Background: an optimization exercise with open tools, aiming at small area and a short achievable clock period. Do not read the settings as production practice.
Only simulation tests tie the RTL to the original design; equivalence was not proved.
Power is estimated from default activity; no workload was simulated.

==> flow/design.v (excerpt) <==
module krv_core (
	input  wire        clk,
	input  wire        rstn,
	input  wire        kplic_int,
	input  wire        core_timer_int,
	output wire        wfi,
	output wire        instr_itcm_access,
	output wire [31:0] instr_itcm_addr,
	input  wire [31:0] instr_itcm_read_data,
	input  wire        instr_itcm_read_data_valid,
	output wire        data_dtcm_access,
	input  wire        data_dtcm_ready,
	output wire        data_dtcm_rd0_wr1,
	output wire [3:0]  data_dtcm_byte_strobe,
	output wire [31:0] data_dtcm_write_data,
	output wire [31:0] data_dtcm_addr,
	input  wire [31:0] data_dtcm_read_data,
	input  wire        data_dtcm_read_data_valid,
	output wire        IAHB_access,
	output wire [31:0] IAHB_addr,
	input  wire [31:0] IAHB_read_data,
	input  wire        IAHB_read_data_valid,
	output wire        DAHB_access,
	output wire        DAHB_rd0_wr1,
	output wire [2:0]  DAHB_size,
	output wire [31:0] DAHB_write_data,
	output wire [31:0] DAHB_addr,
	input  wire        DAHB_trans_buffer_full,
	input  wire [31:0] DAHB_read_data,
	input  wire        DAHB_read_data_valid
);
Size in the first run: about 15000 cells after synthesis, ~340 I/O pins, ~0.14 sq mm of cells after synthesis.
export LEC_CHECK = 0
export CAP_MARGIN = 35
export CORE_MARGIN = 2
export CORE_UTILIZATION = 32
export PLACE_DENSITY = 0.55
export SLEW_MARGIN = 35
export SYNTH_HIERARCHICAL = 1
create_clock -name core_clock -period 25.0 [get_ports {clk}]
standard.sh (not shown) runs the stock make flow with config.mk's settings and CLKGATE_MAP_FILE= SYNTH_SCRIPT=/design/flow/synth_recipe.tcl, a recipe that flattens the netlist after the stock synthesis.
==> flow/flow/run.sh <==
#!/bin/bash
# Layout flow: the standard ORFS flow, with the timing repair steps asked
# to keep a larger setup margin (so they keep improving paths that already
# meet the clock) and plain buffers on the ports.  Every tool's output goes
# to standard.log in this folder.
set -euo pipefail
bash standard.sh SETUP_SLACK_MARGIN=13.5 "BUFFER_PORTS_ARGS=-buffer_cell sky130_fd_sc_hd__buf_2" finish > standard.log 2>&1
The first run finished with timing, DRC and antenna clean.
Next try:
CTS_BUF_LIST = sky130_fd_sc_hd__clkbuf_4 sky130_fd_sc_hd__clkbuf_8   (was not set)
CTS_CLUSTER_SIZE = 20   (was not set)
Synthesized cell count is unchanged.
Routed wire length is higher slightly.
Power is lower slightly.
Clock power is lower by a few percent.
Fmax stays flat.
Sequential power is about the same.

* * *

== P ==
krv_core, a different RTL version from the one above (not shown whole).
For scale: roughly 340 I/O pins, ~130000 µm² of cells after synthesis.
export LEC_CHECK = 0
export CAP_MARGIN = 35
export CORE_MARGIN = 2
export CORE_UTILIZATION = 32
export CTS_CLUSTER_DIAMETER = 85
export CTS_CLUSTER_SIZE = 22
export PLACE_DENSITY = 0.65
export SLEW_MARGIN = 35
export SYNTH_HIERARCHICAL = 1
create_clock -name core_clock -period 25.0 [get_ports {clk}]
==> flow/flow/run.sh <==
#!/bin/bash
# Layout flow: the standard ORFS flow, with the timing repair steps asked
# to keep a larger setup margin (so they keep improving paths that already
# meet the clock) and plain buffers on the ports.  Every tool's output goes
# to standard.log in this folder.
set -euo pipefail
bash standard.sh SETUP_SLACK_MARGIN=14.0 "BUFFER_PORTS_ARGS=-buffer_cell sky130_fd_sc_hd__buf_2" finish > standard.log 2>&1
Modified inputs, Q compared to P
- CORE_UTILIZATION now 40, was 32
- CTS_CLUSTER_SIZE now 20, was 22
- CTS_CLUSTER_DIAMETER now 90, was 85
- PLACE_DENSITY now 0.55, was 0.65
--- outcome ---
Summary of Q over P: share of the cycle needed by the critical path after routing rose 0.41 points, area growth from synthesis to final layout fell by 0.46 points, number of levels the H-tree was split into about even.
Inputs modified between Q and R:
- CORE_UTILIZATION changed from 40 to 32
--- a/flow/flow/run.sh
+++ b/flow/flow/run.sh
@@ -6,2 +6,2 @@
 set -euo pipefail
-bash standard.sh SETUP_SLACK_MARGIN=14.0 "BUFFER_PORTS_ARGS=-buffer_cell sky130_fd_sc_hd__buf_2" finish > standard.log 2>&1
+bash standard.sh SETUP_SLACK_MARGIN=14.3 "BUFFER_PORTS_ARGS=-buffer_cell sky130_fd_sc_hd__buf_2" finish > standard.log 2>&1
### Flow results
Row non-filler instance count after layout: R higher / Q lower
R against Q: maximum frequency higher; first-pass GRT wire length shows a reduction of 2.4%.
Q has lower proportion of power drawn by combinational gates than R.
NOTE: final critical-path share of the clock period in R falls short of that of Q
The total leakage power reported for R is smaller than that of Q by 0.46 nW.
The die boundary height in R sits about 12% above the value recorded for Q.
What S does differently from R at the input level:
- a change of PLACE_DENSITY from 0.55 to 0.6
--- a/flow/flow/run.sh
+++ b/flow/flow/run.sh
@@ -6,2 +6,2 @@
 set -euo pipefail
-bash standard.sh SETUP_SLACK_MARGIN=14.3 "BUFFER_PORTS_ARGS=-buffer_cell sky130_fd_sc_hd__buf_2" finish > standard.log 2>&1
+bash standard.sh SETUP_SLACK_MARGIN=14.0 "BUFFER_PORTS_ARGS=-buffer_cell sky130_fd_sc_hd__buf_2" finish > standard.log 2>&1
R -> S: combinational-cell power consumption flat
Going from R to S, clock buffer count went up by 4, worst hold slack went up by 5.0 ps, multi-input combinational area share was more or less identical.
| global-route wire length before repair | lower: S |
~same area added between synthesis and finish in S and R
Between R and S, the post-route core utilization does not differ in any meaningful way.

* * *

## the previous run
krv_core again, from the RTL that the note above started with.
clock: 25.0 ns
lec_check: 0
cap_margin: 35
core_margin: 2
core_utilization: 32
cts_cluster_diameter: 90
cts_cluster_size: 25
place_density: 0.65
slew_margin: 35
synth_hierarchical: 1
==> flow/flow/run.sh <==
#!/bin/bash
# Layout flow: the standard ORFS flow, with the timing repair steps asked
# to keep a larger setup margin (so they keep improving paths that already
# meet the clock) and plain buffers on the ports.  Every tool's output goes
# to standard.log in this folder.
set -euo pipefail
bash standard.sh SETUP_SLACK_MARGIN=13.5 "BUFFER_PORTS_ARGS=-buffer_cell sky130_fd_sc_hd__buf_2" finish > standard.log 2>&1
Every stage of the flow completed for the previous run, and the final layout passed the timing, design-rule and antenna checks.
Changes in the current run relative to the previous run:
Settings: PLACE_DENSITY now 0.55, was 0.65.
### Flow results
- When the current run is measured against the previous run, its first-pass GRT wire length turns out 37000 um higher.
- [compare] base=the previous run new=the current run: via count of the routed design has decreased, synthesis-to-layout area growth moved up.
- Between the current run and the previous run, the difference in cell area is negligible.
- Non-clock buffer count in the final layout sits higher in the current run than in the previous run.
- The current run vs. the previous run: non-filler instance count after layout did not really move, amount of wire on met3 after detailed routing decreased 4.2%.

## what the ideal ports hide
The results above use ideal ports. As a check the final layouts listed here were re-extracted and re-timed, cells and wires unchanged. Step 1 sets driving cells, clkbuf_16 on the clock port and buf_2 on the other inputs (assumed; they add their load-dependent delay and slew). Step 2, shift: input delay + t, output delay - t, t = (earliest + latest rising clock arrival at the registers) / 2. This alone moves slack from input paths to output paths. Slacks: ideal / step 1 / step 2; pairs: ideal / step 1.
| run | t (ns) | setup slack, ns | latest minus earliest clock arrival (ns) |
|---|---|---|---|
| the first run of note 1 | 1.034 | 13.211 / 13.127 / 12.928 | 0.157 / 0.158 |
| the second run of note 1 | 1.190 | 13.190 / 13.107 / 13.018 | 0.219 / 0.219 |
| P | 0.935 | 13.514 / 13.228 / 13.228 | 0.113 / 0.113 |
| Q | 0.956 | 13.413 / 13.329 / 13.329 | 0.079 / 0.079 |
| R | 0.956 | 13.481 / 13.286 / 13.286 | 0.149 / 0.149 |
| S | 0.970 | 13.397 / 13.317 / 13.317 | 0.105 / 0.105 |
| the previous run | 0.944 | 13.474 / 13.105 / 13.105 | 0.101 / 0.101 |
| the current run | 0.959 | 13.383 / 13.212 / 13.212 | 0.112 / 0.111 |
After both steps setup and hold are still met in every run listed. The setup slack of the previous run, which loses most, moves by -0.369 ns with the drivers and by -0.369 ns with both steps.
